Background: an optimization exercise with open tools, aiming at small area. Do not read the settings as production practice. Function was checked by simulation only, so behaviour that the tests miss may differ from the original. Power is estimated from default activity; no workload was simulated.

<file path="design/flow/config.mk">
export PLATFORM = sky130hd
export DESIGN_NAME = ddr_ctrl_top
export DESIGN_NICKNAME = ddr_ctrl_top
export VERILOG_FILES = /design/flow/design.v
export SDC_FILE = /design/flow/constraint.sdc
export NUM_CORES = 4
export LEC_CHECK = 0
export CAP_MARGIN = 20
export CORE_AREA = 130 130 250 250
export DIE_AREA = 0 0 380 380
export SLEW_MARGIN = 20
</file>
<file path="design/flow/constraint.sdc">
create_clock -name core_clock -period 10.0 [get_ports {ui_clk}]
set_input_delay 2.0000 -clock core_clock [delete_from_list [all_inputs] [get_ports {ui_clk}]]
set_output_delay 2.0000 -clock core_clock [all_outputs]
set_load 0.01 [all_outputs]
</file>
<file path="design/flow/design.v">
`timescale 1ns / 1ps
module ddr_ctrl_top(
    input  wire         ui_clk,
    input  wire         rst,
    input  wire         wr_start,
    input  wire [255:0] wr_ddr_data,
    output wire         data_req,
    output wire         wr_done,
    input  wire         rd_start,
    output wire         rd_data_vld,
    output wire [255:0] rd_ddr_data,
    output wire         rd_done,
    output wire         ddr_busy,
    input  wire         app_rdy,
    output wire [2:0]   app_cmd,
    output wire         app_en,
    output wire [28:0]  app_addr,
    input  wire         app_wdf_rdy,
    output wire [255:0] app_wdf_data,
    output wire         app_wdf_wren,
    output wire         app_wdf_end,
    output wire [31:0]  app_wdf_mask,
    input  wire [255:0] app_rd_data,
    input  wire         app_rd_data_vld,
    input  wire         app_rd_data_end
);
reg         wx, wren, wen, wdone;
reg         rp, rr, rdone;
reg  [5:0]  wcnt;
reg  [5:0]  cmdc;
reg  [10:0] whi;
reg  [10:0] rhi;
reg         vld;
reg [255:0] rdata;
wire w_idle  = ~wx & ~wren & ~wen;
wire w_wait  =  wx & ~wren & ~wen;
wire w_first = ~wx &  wren & ~wen;
wire w_cmd   = ~wx &  wen;           
wire r_idle  = ~rp & ~rr;
wire r_wait  =  rp & ~rr;
wire r_cmd   = ~rp &  rr;            
wire arbit   = ~(wren | wen | wdone | rr | rdone);
wire w_inc   = w_cmd & app_rdy;
wire r_inc   = r_cmd & app_rdy;
wire beat    = wren & app_wdf_rdy;
reg  [6:0]  kt, ct;
reg  [11:0] wt, rt;
reg  [5:0]  cmdc_n, wcnt_n;
reg  [10:0] whi_n, rhi_n;
integer i;
always @* begin
    kt[0] = w_inc | r_inc;
    ct[0] = beat;
    for (i = 0; i < 6; i = i + 1) begin
        kt[i+1] = kt[i] & cmdc[i];
        ct[i+1] = ct[i] & wcnt[i];
    end
    wt[0] = kt[6] & wen;
    rt[0] = kt[6] & rr;
    for (i = 0; i < 11; i = i + 1) begin
        wt[i+1] = wt[i] & whi[i];
        rt[i+1] = rt[i] & rhi[i];
    end
    cmdc_n = cmdc ^ kt[5:0];
    wcnt_n = wcnt ^ ct[5:0];
    whi_n = whi ^ wt[10:0];
    rhi_n = rhi ^ rt[10:0];
    whi_n[9]  = whi[9] ^ (wt[9] & ~whi[10]);
    rhi_n[9]  = rhi[9] ^ (rt[9] & ~rhi[10]);
    whi_n[10] = whi[10] ? ~wt[9] : wt[10];
    rhi_n[10] = rhi[10] ? ~rt[9] : rt[10];
end
wire end_cmd = kt[6] & wen;
wire end_dat = ct[6];
wire end_rd  = kt[6] & rr;
wire wr_end  = (end_cmd | (wx & wren)) & (end_dat | ~wren);
always @(posedge ui_clk) begin
    if (rst) begin
        wx    <= 1'b0;
        wren  <= 1'b0;
        wen   <= 1'b0;
        wdone <= 1'b0;
        rp    <= 1'b0;
        rr    <= 1'b0;
        rdone <= 1'b0;
        wcnt  <= 6'd0;
        cmdc  <= 6'd0;
        whi   <= 11'd0;
        rhi   <= 11'd0;
        vld   <= 1'b0;
    end
    else begin
        wx    <= (w_idle & wr_start) | w_wait | (wren & ~end_dat & (wx | end_cmd));
        wren  <= (wx & wen & ~wren) | (wren & ~end_dat);
        wen   <= (w_wait & arbit) | w_first | (w_cmd & ~end_cmd);
        wdone <= wr_end;
        rp    <= ~rr & (rp | rd_start);
        rr    <= (r_wait & arbit & ~w_wait) | (rp & rr) | (r_cmd & ~end_rd);
        rdone <= end_rd;
        wcnt  <= wcnt_n;
        cmdc  <= cmdc_n;
        whi   <= whi_n;
        rhi   <= rhi_n;
        vld   <= app_rd_data_vld;
    end
end
always @(posedge ui_clk) rdata <= app_rd_data;
assign data_req     = beat;
assign wr_done      = wdone;
assign rd_done      = rdone;
assign rd_data_vld  = vld;
assign rd_ddr_data  = rdata;
assign ddr_busy     = wren | w_cmd | r_cmd;
assign app_en       = w_cmd | r_cmd;
assign app_cmd      = {2'b00, rr};
assign app_addr     = {9'd0, ({11{wen}} & whi) | ({11{rr}} & rhi), cmdc, 3'd0};
assign app_wdf_data = wr_ddr_data;
assign app_wdf_wren = wren;
assign app_wdf_end  = wren;
assign app_wdf_mask = 32'd0;
endmodule  
</file>
<file path="design/flow/flow/run.sh">
#!/bin/bash
# Standard ORFS layout, with the port buffers made from the smallest buffer
# cell (sky130_fd_sc_hd__buf_1) instead of the one buffer_ports picks itself,
# and a clock tree of fewer, larger sink clusters without dummy loads.
set -euo pipefail
export BUFFER_PORTS_ARGS="-buffer_cell sky130_fd_sc_hd__buf_1"
export CTS_ARGS="-sink_clustering_enable -repair_clock_nets -dont_use_dummy_load -buf_list sky130_fd_sc_hd__clkbuf_4 -sink_clustering_size 12 -sink_clustering_max_diameter 50"
bash standard.sh > standard_flow.log 2>&1
</file>
<file path="design/flow/standard.sh">
#!/bin/bash
# synth_recipe.tcl (not shown) runs the flow's synth.tcl, then flattens the netlist and writes it again
# the make line also repeats each setting of config.mk as NAME=value (left out here)
make -C /OpenROAD-flow-scripts/flow DESIGN_CONFIG=/design/flow/config.mk WORK_HOME=/design/flow/orfs CLKGATE_MAP_FILE= SYNTH_SCRIPT=/design/flow/synth_recipe.tcl "${@:-finish}"
</file>
==> flow_metrics.env, run 1 <==
export IMPL_postSynthAreaPerCell_sq_um=12.7
export IMPL_antenna_found_initial=259
export IMPL_via_per_inst=5.78
export IMPL_synth_seq_cells=298
export IMPL_cp_common_cell="ha_1"
export IMPL_cts_hold_buf=0
export IMPL_grt_overflow_total=0
export IMPL_cp_slowest_cell="ha_1"
export IMPL_top_layer_used="met5"
export IMPL_grt_total_usage=0.206
export IMPL_synth_distinct_cells=23
export IMPL_clockBufferDepth=3
export IMPL_fp_dieW_microns=380
export IMPL_ys_seq_area_frac=0.651
export IMPL_detail_route_antenna_nets=0
export IMPL_yosys_warnings=1
export IMPL_wl_met2_mm=93.1
export IMPL_fmax_mhz=203
export IMPL_drt_iter0_markers=600
export IMPL_cts_setup_buffers=0
export IMPL_syn_instance_count=722
export IMPL_io_buffers=544
export IMPL_worstPathArrival_ns=5.43
export IMPL_grt_start_max_net_pins=43
export IMPL_p_int_mw=1.43
export IMPL_power_mw=2.01
export IMPL_clock_skew_final_ns=0.0611
export IMPL_worstSetupEndpointType="register"
export IMPL_clkPwrFrac=0.235
export IMPL_yosys_area_top_type="dfxtp_1"
export IMPL_crit_path_max_fanout=3
export IMPL_critical_path_buf_inv_count=2
export IMPL_drive_gt1_frac=0.0301
export IMPL_grt_pass1_wl_mm=196
export IMPL_tightest_slew_ns=0.824
export IMPL_root_buffer="clkbuf_4"
export IMPL_place_congestion=0.828
export IMPL_design_area_sq_um=9660
export IMPL_dp_final_hpwl_mm=176
export IMPL_wl_mm=181
export IMPL_p_switching_uw=578
export IMPL_drv_cap=0
export IMPL_postCtsResizedCells=0
export IMPL_rows=43
export IMPL_cts_htree_levels=1
export IMPL_slew_violations=0
export IMPL_crit_family="adder cells"
export IMPL_cts_buffers=29
export IMPL_rsz0062_at_grt="no"
export IMPL_power_leakage_nw=3.95
export IMPL_die_y_microns=380
export IMPL_grt_pass1_vias=6399
export IMPL_dieArea_sq_um=144000
export IMPL_yosys_top_cells_area="dfxtp_1 (65%), buf_4 (25%), ha_1 (4.1%)"
export IMPL_start_util=0.655
export IMPL_wl_met1_mm=32.9
export IMPL_critPathMaxStageDelay_ns=0.19
export IMPL_async_flop_share=0
export IMPL_synthFlopType="dfxtp_1"
export IMPL_startpoint_type="input port"
export IMPL_netlist_area_sq_um=9160
export IMPL_slew_headroom=0.453
export IMPL_hold_path_endpoint="rr"
export IMPL_ff2ff_path_depth=23
export IMPL_wl_per_cell_microns=143
export IMPL_drtPass1Iterations=5
export IMPL_r2r_start="rr"
export IMPL_min_period_ns=4.94
export IMPL_hold_path_depth=2
export IMPL_peakVddDrop_uv=154
export IMPL_core_area_sq_um=14000
export IMPL_power_frac_seq=0.633
export IMPL_worstReg2RegEnd="rhi[10]"
export IMPL_comb_power_share=0.133
export IMPL_min_period_over_period=0.494
export IMPL_numClockSinks=298
export IMPL_cp_cell_sequence="buf_1, and2_1, ha_1, ha_1, ha_1, ha_1, ha_1, ha_1, inv_1, nor2_1, ha_1, ha_1, ha_1, ha_1, ha_1, ha_1, ha_1, ha_1, ha_1, nor2b_1, a21oi_1, nor2_1"
export IMPL_final_hold_violation_count=0
export IMPL_met3_length_mm=49.5
export IMPL_yosysTopAreaCellShare=0.651
export IMPL_swShare=0.288
export IMPL_tritoncts="done"
export IMPL_hold_path_class="reg -> reg"
export IMPL_vias=7344
export IMPL_clk_pin_slew_ns=0.12
export IMPL_place_area_sq_um=9290
export IMPL_synth_edf_count=0
export IMPL_crit_start="app_rdy"
export IMPL_powerDensity_nw_per_um2=208
export IMPL_min_from="rp"
export IMPL_clock_latency_ns=0.66
export IMPL_setup_tns_ns=0
export IMPL_r2r_setup_slack_ns=5.60
export IMPL_area_growth_pct=5.46
export IMPL_nets=1582
export IMPL_fin_util=0.691
export IMPL_drc_errors=0
export IMPL_cp_required_ns=10.49
export IMPL_outcome="complete, no violations"
export IMPL_nFillCells=1111
export IMPL_setup_viol=0
export IMPL_ioPinCount=1104
export IMPL_path_class="in -> reg"
## power by group through the flow
stage,clock (mW),combinational (mW),sequential (mW)
finish,0.471,0.266,1.27
CTS,0.481,0.276,1.27
detailed placement,0,0.275,1.30
global placement,0,0.274,1.29
floorplan,0,0.143,1.32
global route,0.532,0.287,1.28
## flip-flops by register name (all words and copies together) (netlist names), 6 cells and up
name / count
cmdc: 6
rdata: 256
rhi: 11
wcnt: 6
whi: 11
## cells in the mapped netlist, types with 2 or more instances
library cell,n
inv_1,4
o21ai_0,2
dfxtp_1,298
nor2b_1,36
xnor2_1,2
a22o_1,11
nor3_1,4
nor2_1,8
ha_1,30
buf_2,2
and2_1,2
clkbuf_1,4
a21oi_1,6
buf_4,304
## metal layers
| metal | vias to the layer above | GRT usage |
|---|---|---|
| met5 | - | 0.00682 |
| met4 | 228 | 0.0300 |
| met3 | 441 | 0.300 |
| met2 | 1003 | 0.377 |
| met1 | 3078 | 0.103 |
| li1 | 2594 | - |
## per-stage QoR
stage | instances | worst slack (ns) | hold slack [ns]
2_1_floorplan | 767 | 4.69 | 0.489
3_3_place_gp | 1181 | 4.42 | 0.511
3_5_place_dp | 1181 | 4.40 | 0.515
4_1_cts | 1210 | 5.11 | 0.543
5_1_grt | 1237 | 4.93 | 0.588
6_report | 1271 | 5.06 | 0.544
## logic make-up after synthesis
| kind of cell | count (synthesis) | synth area share |
|---|---|---|
| other | 1 | 0.000409 |
| adder cells (fa/ha/maj) | 30 | 0.0410 |
| buffers and inverters | 314 | 0.253 |
| XOR/XNOR | 2 | 0.00191 |
| AO/OA/AOI/OAI | 22 | 0.0171 |
| AND/OR/NAND/NOR | 55 | 0.0352 |
| flip-flops | 298 | 0.651 |
## area by class of cell
cell class / count / area [sq um] / area share
Multi-Input combinational cell: 155 / 1040 / 0.108
Inverter: 4 / 15.0 / 0.00155
Sequential cell: 298 / 5970 / 0.617
Timing Repair Buffer: 544 / 2040 / 0.211
Tap cell: 180 / 225 / 0.0233
Antenna cell: 61 / 153 / 0.0158
Clock buffer: 29 / 218 / 0.0225
## worst max-delay path by stage
stage                     depth (start not counted)      end  slack [ns]
after floorplan                                  20  whi[10]        4.69
after global placement                           22  rhi[10]        4.42
after detailed placement                         22  rhi[10]        4.40
after CTS                                        22  rhi[10]        5.11
after global routing                             22   rhi[9]        4.93
final                                            22  rhi[10]        5.06
## layout by cell type, fill, tap and decap left out
cell type	netlist	routed
a21oi_1	6	6
a22o_1	11	11
a22oi_1	1	1
a31oi_1	1	1
and2_1	2	2
and2_4	1	1
buf_1	0	543
clkbuf_2	0	1
clkbuf_4	0	29
conb_1	1	46
dfxtp_1	298	298
diode_2	0	61
ha_1	30	30
inv_1	4	4
nand2b_1	1	1
nand3_1	1	1
nand4b_1	1	1
nor2_1	8	8
nor2b_1	36	36
nor3_1	4	4
o21ai_0	2	2
o22ai_1	1	1
or3_1	1	1
xnor2_1	2	2
## worst reg2reg max path, stage by stage (launching register included)
cell and delay (ns):
dfxtp_1 0.51, inv_1 0.19, o22ai_1 0.14, and2_1 0.19
ha_1 0.17, ha_1 0.18, ha_1 0.18, ha_1 0.18
ha_1 0.18, ha_1 0.19, inv_1 0.10, nor2_1 0.06
ha_1 0.18, ha_1 0.17, ha_1 0.18, ha_1 0.18
ha_1 0.19, ha_1 0.19, ha_1 0.18, ha_1 0.19
ha_1 0.19, nor2b_1 0.15, a21oi_1 0.15, nor2_1 0.05
==> inputs of run 2 (changes only) <==
==> design/flow/flow/run.sh (replaced) <==
#!/bin/bash
# Standard ORFS layout, with the port buffers made from the smallest buffer
# cell (sky130_fd_sc_hd__buf_1) instead of the one buffer_ports picks itself,
# and a clock tree of fewer, larger sink clusters without dummy loads.
set -euo pipefail
export BUFFER_PORTS_ARGS="-buffer_cell sky130_fd_sc_hd__buf_1"
export CTS_ARGS="-sink_clustering_enable -repair_clock_nets -dont_use_dummy_load -buf_list sky130_fd_sc_hd__clkbuf_4 -sink_clustering_size 12 -sink_clustering_max_diameter 60"
bash standard.sh > standard_flow.log 2>&1
--- a/design/flow/config.mk
+++ b/design/flow/config.mk
@@ -7,5 +7,5 @@
 export LEC_CHECK = 0
 export CAP_MARGIN = 20
-export CORE_AREA = 130 130 250 250
+export CORE_AREA = 120 120 260 260
 export DIE_AREA = 0 0 380 380
 export SLEW_MARGIN = 20
==> run 2 against run 1 <==
Net effect: clock skew fell by 0.016 ns; critical path depth did not move; non-clock buffer count did not move; power fell by 0.39%; maximum frequency fell by 0.19%; sequential share of layout area fell by 0.60 points; die area did not move; worst hold slack got worse by 0.019 ns; final area rose by 0.98%; routed wire length fell by 5.7%; critical path type unchanged; largest cell class unchanged.
==> flow_metrics.env, run 2 <==
export IMPL_yosys_area_top_type="dfxtp_1"
export IMPL_worstReg2RegEnd="rhi[10]"
export IMPL_detail_route_antenna_nets=0
export IMPL_root_buffer="clkbuf_4"
export IMPL_synth_commonest_cells="buf_4 (304), dfxtp_1 (298), nor2b_1 (36), ha_1 (30), a22o_1 (11)"
export IMPL_path_class="in -> reg"
export IMPL_die_y_microns=380
export IMPL_cp_common_cell="ha_1"
export IMPL_hold_path_class="reg -> reg"
export IMPL_worstSetupEndpointType="register"
export IMPL_ioPinCount=1104
export IMPL_synth_edf_count=0
export IMPL_grt_pass1_wl_mm=186
export IMPL_setup_viol=0
export IMPL_cp_cell_sequence="buf_1, and2_1, ha_1, ha_1, ha_1, ha_1, ha_1, ha_1, inv_1, nor2_1, ha_1, ha_1, ha_1, ha_1, ha_1, ha_1, ha_1, ha_1, ha_1, nor2b_1, a21oi_1, nor2_1"
export IMPL_cts_htree_levels=1
export IMPL_yosys_top_cells_area="dfxtp_1 (65%), buf_4 (25%), ha_1 (4.1%)"
export IMPL_setup_tns_ns=0
export IMPL_synth_distinct_cells=23
export IMPL_slew_violations=0
export IMPL_place_congestion=0.892
export IMPL_drv_cap=0
export IMPL_grt_total_usage=0.196
export IMPL_critPathMaxStageDelay_ns=0.20
export IMPL_cp_slowest_cell="ha_1"
export IMPL_tightest_slew_ns=0.826
export IMPL_mostFrequentLayoutCells="buf_1 (543), dfxtp_1 (298), conb_1 (46)"
export IMPL_power_leakage_nw=3.95
export IMPL_tritoncts="done"
export IMPL_io_buffers=544
export IMPL_start_util=0.482
export IMPL_area_growth_pct=6.50
export IMPL_fp_dieW_microns=380
export IMPL_drive_gt1_frac=0.0301
export IMPL_critical_path_buf_inv_count=2
export IMPL_cts_hold_buf=0
export IMPL_crit_start="app_rdy"
export IMPL_wl_per_cell_microns=127
export IMPL_clk_pin_slew_ns=0.12
export IMPL_outcome="complete, no violations"
export IMPL_clock_latency_ns=0.67
export IMPL_postCtsResizedCells=0
export IMPL_cp_required_ns=10.51
export IMPL_startpoint_type="input port"
export IMPL_ys_seq_area_frac=0.651
export IMPL_dieArea_sq_um=144000
export IMPL_rows=50
export IMPL_grt_start_max_net_pins=43
export IMPL_slew_headroom=0.449
export IMPL_cts_buffers=29
export IMPL_synthFlopType="dfxtp_1"
export IMPL_rsz0062_at_grt="no"
export IMPL_top_regs="rdata x256, rhi x11, whi x11"
export IMPL_ff2ff_path_depth=23
export IMPL_syn_instance_count=722
export IMPL_nets=1582
export IMPL_clock_skew_final_ns=0.0449
export IMPL_fin_util=0.513
export IMPL_dp_cells=1261
export IMPL_drt_iter0_markers=535
export IMPL_synth_most_common_cell="buf_4"
export IMPL_via_per_inst=5.27
export IMPL_wl_mm=171
export IMPL_min_period_ns=4.94
export IMPL_crit_path_max_fanout=3
export IMPL_clockBufferDepth=3
export IMPL_synth_seq_cells=298
export IMPL_regMostFlops="rdata"
export IMPL_crit_family="adder cells"
export IMPL_powerDensity_nw_per_um2=205
export IMPL_drc_errors=0
export IMPL_netlist_area_sq_um=9160
export IMPL_largest_reg_flops=256
export IMPL_drtPass1Iterations=5
export IMPL_grt_overflow_total=0
export IMPL_cp_depth=22
export IMPL_r2r_start="rr"
export IMPL_async_flop_share=0
export IMPL_antenna_found_initial=250
export IMPL_min_period_over_period=0.494
export IMPL_vias=7113
export IMPL_cts_setup_buffers=0
export IMPL_r2r_setup_slack_ns=5.50
export IMPL_stdcell_count=1349
export IMPL_nFillCells=1779
export IMPL_final_common_cell="buf_1"
export IMPL_numClockSinks=298
export IMPL_grt_pass1_vias=6069
export IMPL_fmax_mhz=202
export IMPL_dp_final_hpwl_mm=166
export IMPL_peakVddDrop_uv=134
export IMPL_core_area_sq_um=19000
export IMPL_yosys_warnings=1
export IMPL_final_hold_violation_count=0
export IMPL_yosysTopAreaCellShare=0.651
export IMPL_endpoint="rhi[10]"
export IMPL_worstPathArrival_ns=5.46
export IMPL_postSynthAreaPerCell_sq_um=12.7
## run 2: cell counts after synthesis
No cell type changed its count.
## run 2: area by class of cell
cell class                      instances  area (sq um)  share of cell area
Antenna cell                           59           148              0.0151
Clock buffer                           29           218              0.0223
Inverter                                4          15.0             0.00154
Multi-Input combinational cell        155          1040               0.107
Sequential cell                       298          5970               0.611
Tap cell                              260           325              0.0333
Timing Repair Buffer                  544          2040               0.209
## run 2: metal layers
metal  vias to the layer above  wire (microns)  global-route usage
met2                       995           87000               0.355
li1                       2595               -                   -
met1                      2909           31300              0.0985
met4                       214            2070              0.0163
met3                       400           48700               0.296
met5                         -            1650             0.00780
## run 2: worst reg2reg max path, stage by stage, from the launching register on
cell and delay [ns]:
dfxtp_1 0.51, inv_1 0.19, o22ai_1 0.18, and2_1 0.22, ha_1 0.18, ha_1 0.18
ha_1 0.17, ha_1 0.20, ha_1 0.18, ha_1 0.20, inv_1 0.09, nor2_1 0.05
ha_1 0.18, ha_1 0.18, ha_1 0.19, ha_1 0.18, ha_1 0.18, ha_1 0.20
ha_1 0.18, ha_1 0.18, ha_1 0.18, nor2b_1 0.15, a21oi_1 0.15, nor2_1 0.05
## run 2: worst min path at each step
stage               to  from  slack (ns)  depth (start not counted)
global route        rr    rp        0.55                          2
floorplan           rr    rp        0.49                          2
finish              rr    rp        0.53                          2
detailed placement  rr    rp        0.53                          2
CTS                 rr    rp        0.53                          2
global placement    rp    rp        0.51                          2
## run 2: cells by family after synthesis
logic type      after synthesis  share of synthesized area
buf+inv                     314                      0.253
flops                       298                      0.651
simple gates                 55                     0.0352
fa+ha+maj                    30                     0.0410
compound gates               22                     0.0171
xor+xnor                      2                    0.00191
other cells                   1                   0.000409
## run 2: where the power goes
part / switching, mW / total [mW] / internal (mW)
clock: 0.343 / 0.476 / 0.133
sequential: 0.0217 / 1.27 / 1.25
combinational: 0.206 / 0.256 / 0.0501
## run 2: metrics by stage
| step | hold WS, ns | cell area, sq um | power [mW] | setup WS, ns |
|---|---|---|---|---|
| finish | 0.525 | 9760 | 2.00 | 5.06 |
| global route | 0.550 | 9670 | 2.10 | 4.96 |
| CTS | 0.528 | 9610 | 2.03 | 5.08 |
| detailed placement | 0.525 | 9390 | 1.56 | 4.34 |
| global placement | 0.512 | 9390 | 1.56 | 4.38 |
| floorplan | 0.489 | 9330 | 1.46 | 4.69 |
==> inputs of run 3 (changes only) <==
==> design/flow/flow/run.sh (replaced) <==
#!/bin/bash
# Standard ORFS layout, with the port buffers made from the smallest buffer
# cell (sky130_fd_sc_hd__buf_1) instead of the one buffer_ports picks itself,
# and a clock tree of fewer, larger sink clusters without dummy loads.
set -euo pipefail
export BUFFER_PORTS_ARGS="-buffer_cell sky130_fd_sc_hd__buf_1"
export CTS_ARGS="-sink_clustering_enable -repair_clock_nets -dont_use_dummy_load -buf_list {sky130_fd_sc_hd__clkbuf_4 sky130_fd_sc_hd__clkbuf_8} -sink_clustering_size 16 -sink_clustering_max_diameter 60"
bash standard.sh > standard_flow.log 2>&1
--- a/design/flow/config.mk
+++ b/design/flow/config.mk
@@ -7,5 +7,5 @@
 export LEC_CHECK = 0
 export CAP_MARGIN = 20
-export CORE_AREA = 120 120 260 260
+export CORE_AREA = 130 130 250 250
 export DIE_AREA = 0 0 380 380
 export SLEW_MARGIN = 20
==> run 3 against run 2 <==
Net effect: global-route usage up 0.98 points; maximum frequency down 2.5%; critical path type unchanged; combinational power up 4%; clock power up 12%; synthesized area unchanged; still clean on timing, DRC and antenna; register-to-register slack better by 0.09 ns; worst hold slack better by 0.013 ns; sequential share of layout area up 0.094 points; count of clock-buffer cells in the layout down 7; sequential cell count unchanged.
==> flow_metrics.env, run 3 <==
export IMPL_outcome="complete, no violations"
export IMPL_top_regs="rdata x256, rhi x11, whi x11"
export IMPL_cts_htree_levels=1
export IMPL_numClockSinks=298
export IMPL_setup_viol=0
export IMPL_crit_path_max_fanout=3
export IMPL_final_common_cell="buf_1"
export IMPL_area_growth_pct=6.34
export IMPL_grt_start_max_net_pins=43
export IMPL_dieArea_sq_um=144000
export IMPL_place_congestion=0.828
export IMPL_postSynthAreaPerCell_sq_um=12.7
export IMPL_async_flop_share=0
export IMPL_regMostFlops="rdata"
export IMPL_nets=1575
export IMPL_postCtsResizedCells=0
export IMPL_mostFrequentLayoutCells="buf_1 (543), dfxtp_1 (298), conb_1 (46)"
export IMPL_grt_pass1_wl_mm=196
export IMPL_startpoint_type="input port"
export IMPL_synth_edf_count=0
export IMPL_yosys_area_top_type="dfxtp_1"
export IMPL_clockBufferDepth=3
export IMPL_synth_most_common_cell="buf_4"
export IMPL_slew_violations=0
export IMPL_detail_route_antenna_nets=0
export IMPL_clk_pin_slew_ns=0.09
export IMPL_drive_gt1_frac=0.0235
export IMPL_drt_iter0_markers=622
export IMPL_cp_slowest_cell="ha_1"
export IMPL_setup_tns_ns=0
export IMPL_cp_required_ns=10.36
export IMPL_cts_hold_buf=0
export IMPL_synth_commonest_cells="buf_4 (304), dfxtp_1 (298), nor2b_1 (36), ha_1 (30), a22o_1 (11)"
export IMPL_via_per_inst=5.80
export IMPL_drtPass1Iterations=5
export IMPL_clock_latency_ns=0.54
export IMPL_worstPathArrival_ns=5.43
export IMPL_min_period_ns=5.07
export IMPL_rows=43
export IMPL_clock_skew_final_ns=0.0516
export IMPL_cts_setup_buffers=0
export IMPL_grt_total_usage=0.206
export IMPL_fmax_mhz=197
export IMPL_wl_mm=181
export IMPL_crit_family="adder cells"
export IMPL_design_area_sq_um=9740
export IMPL_tightest_slew_ns=0.811
export IMPL_rsz0062_at_grt="no"
export IMPL_root_buffer="clkbuf_8"
export IMPL_largest_reg_flops=256
export IMPL_synthFlopType="dfxtp_1"
export IMPL_synth_distinct_cells=23
export IMPL_path_class="in -> reg"
export IMPL_yosysTopAreaCellShare=0.651
export IMPL_syn_instance_count=722
export IMPL_tritoncts="done"
export IMPL_netlist_area_sq_um=9160
export IMPL_fp_dieW_microns=380
export IMPL_peakVddDrop_uv=148
export IMPL_dp_final_hpwl_mm=176
export IMPL_worstSetupEndpointType="register"
export IMPL_drv_cap=0
export IMPL_grt_pass1_vias=6376
export IMPL_vias=7321
export IMPL_cp_cell_sequence="buf_1, and2_1, ha_1, ha_1, ha_1, ha_1, ha_1, ha_1, inv_1, nor2_1, ha_1, ha_1, ha_1, ha_1, ha_1, ha_1, ha_1, ha_1, ha_1, nor2b_1, a21oi_1, nor2_1"
export IMPL_place_area_sq_um=9290
export IMPL_ys_seq_area_frac=0.651
export IMPL_hold_path_class="reg -> reg"
export IMPL_drc_errors=0
export IMPL_final_hold_violation_count=0
export IMPL_critical_path_buf_inv_count=2
export IMPL_core_area_sq_um=14000
export IMPL_critPathMaxStageDelay_ns=0.19
export IMPL_cts_buffers=22
export IMPL_yosys_warnings=1
export IMPL_powerDensity_nw_per_um2=212
export IMPL_grt_overflow_total=0
export IMPL_ioPinCount=1104
export IMPL_yosys_top_cells_area="dfxtp_1 (65%), buf_4 (25%), ha_1 (4.1%)"
export IMPL_wl_per_cell_microns=143
export IMPL_synth_seq_cells=298
export IMPL_start_util=0.655
export IMPL_power_leakage_nw=3.98
export IMPL_io_buffers=544
export IMPL_antenna_found_initial=258
export IMPL_cp_common_cell="ha_1"
export IMPL_min_period_over_period=0.507
export IMPL_slew_headroom=0.459
export IMPL_die_y_microns=380
## run 3: cell types whose count changed in the layout (fill, tap and decap cells not counted), sizes merged
cell    previous run  this run
clkbuf            30        23
## run 3: stage by stage
stage / hold WS (ns) / utilization / total power [mW] / instances / setup WS [ns]
2_1_floorplan: 0.489 / - / 1.46 / 767 / 4.69
3_3_place_gp: 0.511 / 0.664 / 1.57 / 1181 / 4.42
3_5_place_dp: 0.515 / 0.664 / 1.57 / 1181 / 4.40
4_1_cts: 0.539 / 0.686 / 2.09 / 1203 / 4.94
5_1_grt: 0.585 / 0.691 / 2.15 / 1228 / 4.77
6_report: 0.538 / 0.697 / 2.07 / 1262 / 4.93
## run 3: final timing paths
check | start | end | slack [ns] | depth (start not counted)
worst max register to register | rr | rhi[10] | 5.59 | 23
worst max-delay path | app_rdy | rhi[10] | 4.93 | 22
worst min register to register | rp | rr | 0.54 | 2
worst min-delay path | rp | rr | 0.54 | 2
## run 3: cell families after synthesis
| family | synth area share |
|---|---|
| fa+ha+maj | 0.0410 |
| xor+xnor | 0.00191 |
| compound gates | 0.0171 |
| simple gates | 0.0352 |
| flops | 0.651 |
| other cells | 0.000409 |
| buf+inv | 0.253 |
## run 3: worst min-delay path, delay by kind of cell, from the launching register on
family          cells  cell delay [ns]
simple gates        1             0.09
compound gates      1             0.06
flops               1             0.34
## run 3: final cells by class
class | count | area (sq um)
clock buffers | 22 | 303
well taps | 180 | 225
multi-input cells | 155 | 1040
inverters | 4 | 15.0
diodes | 59 | 148
repair buffers | 544 | 2040
flip-flops and latches | 298 | 5970
fillers | 1089 | 4240
## run 3: routing by layer
layer / track usage / part of all wire
met1: 0.100 / 0.18
met2: 0.377 / 0.52
met3: 0.305 / 0.27
met4: 0.0297 / 0.020
met5: 0.00682 / 0.0094
## run 3: report_power, final
| part | internal (mW) | switching [mW] |
|---|---|---|
| sequential | 1.24 | 0.0241 |
| clock | 0.198 | 0.337 |
| combinational | 0.0501 | 0.216 |
==> inputs of run 4 (changes only) <==
==> design/flow/flow/run.sh (replaced) <==
#!/bin/bash
# Standard ORFS layout, with the port buffers made from the smallest buffer
# cell (sky130_fd_sc_hd__buf_1) instead of the one buffer_ports picks itself,
# and a clock tree of fewer, larger sink clusters without dummy loads
# (clkbuf_4 at the leaves, clkbuf_8 above them).
set -euo pipefail
export BUFFER_PORTS_ARGS="-buffer_cell sky130_fd_sc_hd__buf_1"
export CTS_ARGS="-sink_clustering_enable -repair_clock_nets -dont_use_dummy_load -buf_list sky130_fd_sc_hd__clkbuf_4 -tree_buf sky130_fd_sc_hd__clkbuf_8 -sink_clustering_size 11 -sink_clustering_max_diameter 60"
bash standard.sh > standard_flow.log 2>&1
==> run 4 against run 3 <==
Net effect: sequential cell count unchanged; non-clock buffer count unchanged; largest power group unchanged; global-route usage about the same; cell count up 1.4%; critical endpoint unchanged; critical path depth unchanged; synthesized area unchanged; die area unchanged; register-to-register slack better by 0.03 ns; power down 2.5%; first-iteration DRC count down 11%; core utilization down 0.34 points; still clean.
==> flow_metrics.env, run 4 <==
export IMPL_die_y_microns=380
export IMPL_synthFlopType="dfxtp_1"
export IMPL_vias=7411
export IMPL_nFillCells=1117
export IMPL_regMostFlops="rdata"
export IMPL_top_regs="rdata x256, rhi x11, whi x11"
export IMPL_drc_errors=0
export IMPL_detail_route_antenna_nets=0
export IMPL_worstPathArrival_ns=5.42
export IMPL_synth_seq_cells=298
export IMPL_ys_seq_area_frac=0.651
export IMPL_r2r_setup_slack_ns=5.62
export IMPL_drive_gt1_frac=0.0320
export IMPL_wl_per_cell_microns=141
export IMPL_yosys_area_top_type="dfxtp_1"
export IMPL_fmax_mhz=203
export IMPL_start_util=0.655
export IMPL_mostFrequentLayoutCells="buf_1 (543), dfxtp_1 (298), conb_1 (46)"
export IMPL_slew_violations=0
export IMPL_root_buffer="clkbuf_4"
export IMPL_area_growth_pct=5.82
export IMPL_cp_cell_sequence="buf_1, and2_1, ha_1, ha_1, ha_1, ha_1, ha_1, ha_1, inv_1, nor2_1, ha_1, ha_1, ha_1, ha_1, ha_1, ha_1, ha_1, ha_1, ha_1, nor2b_1, a21oi_1, nor2_1"
export IMPL_drt_iter0_markers=555
export IMPL_cts_setup_buffers=0
export IMPL_final_hold_violation_count=0
export IMPL_cts_buffers=31
export IMPL_yosysTopAreaCellShare=0.651
export IMPL_core_area_sq_um=14000
export IMPL_grt_total_usage=0.206
export IMPL_worstSetupEndpointType="register"
export IMPL_setup_tns_ns=0
export IMPL_tritoncts="done"
export IMPL_ioPinCount=1104
export IMPL_synth_commonest_cells="buf_4 (304), dfxtp_1 (298), nor2b_1 (36), ha_1 (30), a22o_1 (11)"
export IMPL_min_period_over_period=0.493
export IMPL_clk_pin_slew_ns=0.11
export IMPL_wl_mm=181
export IMPL_cp_common_cell="ha_1"
export IMPL_min_period_ns=4.93
export IMPL_nets=1584
export IMPL_largest_reg_flops=256
export IMPL_dieArea_sq_um=144000
export IMPL_cts_htree_levels=1
export IMPL_powerDensity_nw_per_um2=208
export IMPL_rsz0062_at_grt="no"
export IMPL_grt_start_max_net_pins=43
export IMPL_dp_final_hpwl_mm=176
export IMPL_cts_hold_buf=0
export IMPL_rows=43
export IMPL_drtPass1Iterations=5
export IMPL_async_flop_share=0
export IMPL_yosys_top_cells_area="dfxtp_1 (65%), buf_4 (25%), ha_1 (4.1%)"
export IMPL_clockBufferDepth=3
export IMPL_place_congestion=0.828
export IMPL_worst_slack_ns=5.07
export IMPL_postCtsResizedCells=0
export IMPL_outcome="complete, no violations"
export IMPL_critPathMaxStageDelay_ns=0.19
export IMPL_slew_headroom=0.398
export IMPL_cp_slowest_cell="ha_1"
export IMPL_tightest_slew_ns=0.907
export IMPL_synth_most_common_cell="buf_4"
export IMPL_io_buffers=544
export IMPL_netlist_area_sq_um=9160
export IMPL_fin_util=0.693
export IMPL_setup_viol=0
export IMPL_grt_overflow_total=0
export IMPL_clock_latency_ns=0.68
export IMPL_hold_path_class="reg -> reg"
export IMPL_yosys_warnings=1
export IMPL_drv_cap=0
export IMPL_power_mw=2.02
export IMPL_final_common_cell="buf_1"
export IMPL_crit_path_max_fanout=3
export IMPL_power_leakage_nw=3.96
export IMPL_synth_edf_count=0
export IMPL_cp_required_ns=10.49
export IMPL_fp_dieW_microns=380
export IMPL_via_per_inst=5.79
export IMPL_grt_pass1_wl_mm=196
export IMPL_postSynthAreaPerCell_sq_um=12.7
export IMPL_pre_cts_slack_ns=4.40
export IMPL_clock_skew_final_ns=0.0573
export IMPL_antenna_found_initial=256
export IMPL_startpoint_type="input port"
export IMPL_grt_pass1_vias=6485
export IMPL_peakVddDrop_uv=163
export IMPL_numClockSinks=298
export IMPL_syn_instance_count=722
export IMPL_path_class="in -> reg"
export IMPL_synth_distinct_cells=23
==> run 4: cell types whose count changed in the layout (fill, tap and decap cells not counted) <==
cell,previous run,this run
clkbuf_4,0,31
clkbuf_8,22,0
diode_2,59,68
==> run 4: layout make-up <==
type | instances | area [sq um] | share of cell area
flip-flops and latches | 298 | 5970 | 0.615
repair buffers | 544 | 2040 | 0.211
multi-input cells | 155 | 1040 | 0.108
clock buffers | 31 | 233 | 0.0240
well taps | 180 | 225 | 0.0232
diodes | 68 | 170 | 0.0175
inverters | 4 | 15.0 | 0.00155
==> run 4: final timing paths <==
| kind | end | startpoint | cells after the start |
|---|---|---|---|
| setup / recovery | rhi[10] | app_rdy | 22 |
| hold / removal | rr | rp | 2 |
| setup reg to reg | rhi[10] | rr | 23 |
| hold reg to reg | rr | rp | 2 |
==> run 4: power by group <==
part	internal (mW)	switching [mW]
registers	1.25	0.0241
clock network	0.142	0.338
logic	0.0501	0.218
==> run 4: through the flow <==
| step | hold slack (ns) | instances | cell area (sq um) |
|---|---|---|---|
| floorplan | 0.489 | 767 | 9330 |
| global placement | 0.511 | 1181 | 9290 |
| detailed placement | 0.515 | 1181 | 9290 |
| CTS | 0.542 | 1212 | 9530 |
| global route | 0.587 | 1243 | 9600 |
| finish | 0.540 | 1280 | 9700 |
==> run 4: kinds of logic (layout without fill, tap and decap cells) <==
family | Yosys count | count (layout) | synth area share
AO/OA/AOI/OAI | 22 | 22 | 0.0171
XOR/XNOR | 2 | 2 | 0.00191
adder cells (fa/ha/maj) | 30 | 30 | 0.0410
buffers and inverters | 314 | 579 | 0.253
flip-flops | 298 | 298 | 0.651
other | 1 | 114 | 0.000409
AND/OR/NAND/NOR | 55 | 55 | 0.0352
==> run 4: worst max-delay path: cells and delay by family <==
family	cells	cell delay [ns]
fa+ha+maj	15	2.73
buf+inv	2	0.16
simple gates	4	0.39
compound gates	1	0.15
==> run 4: metal layers <==
layer / vias up / share of wire / GRT usage
met4: 226 / 0.019 / 0.0264
met3: 421 / 0.27 / 0.305
met2: 1073 / 0.52 / 0.379
met1: 3078 / 0.18 / 0.101
li1: 2613 / - / -
met5: - / 0.0095 / 0.00682

==> separate check: timing with driven ports <==
How much do the figures lean on ideal ports? The routed layouts below were timed once more, with nothing changed but the port constraints.
Step 1 sets driving cells, clkbuf_16 on the clock port and buf_2 on the other inputs (assumed; they add their load-dependent delay and slew).
Step 2 also shifts input and output timing later by t, the mid clock arrival at the registers, as if the neighbouring blocks saw the same clock.
Three values: ideal ports, drivers, drivers and shift; two values: the first two.
run | t (ns) | setup slack, ns | clock arrival spread, ns
run 1 | 0.700 | 5.065 / 5.000 / 4.301 | 0.067 / 0.067
run 2 | 0.702 | 5.055 / 5.009 / 4.307 | 0.070 / 0.070
run 3 | 0.581 | 4.928 / 4.873 / 4.292 | 0.061 / 0.061
run 4 | 0.708 | 5.067 / 5.005 / 4.297 | 0.070 / 0.070
After both steps every run listed still meets setup and hold. The setup slack of run 4, which loses most, moves by -0.062 ns with the drivers and by -0.770 ns with both steps.
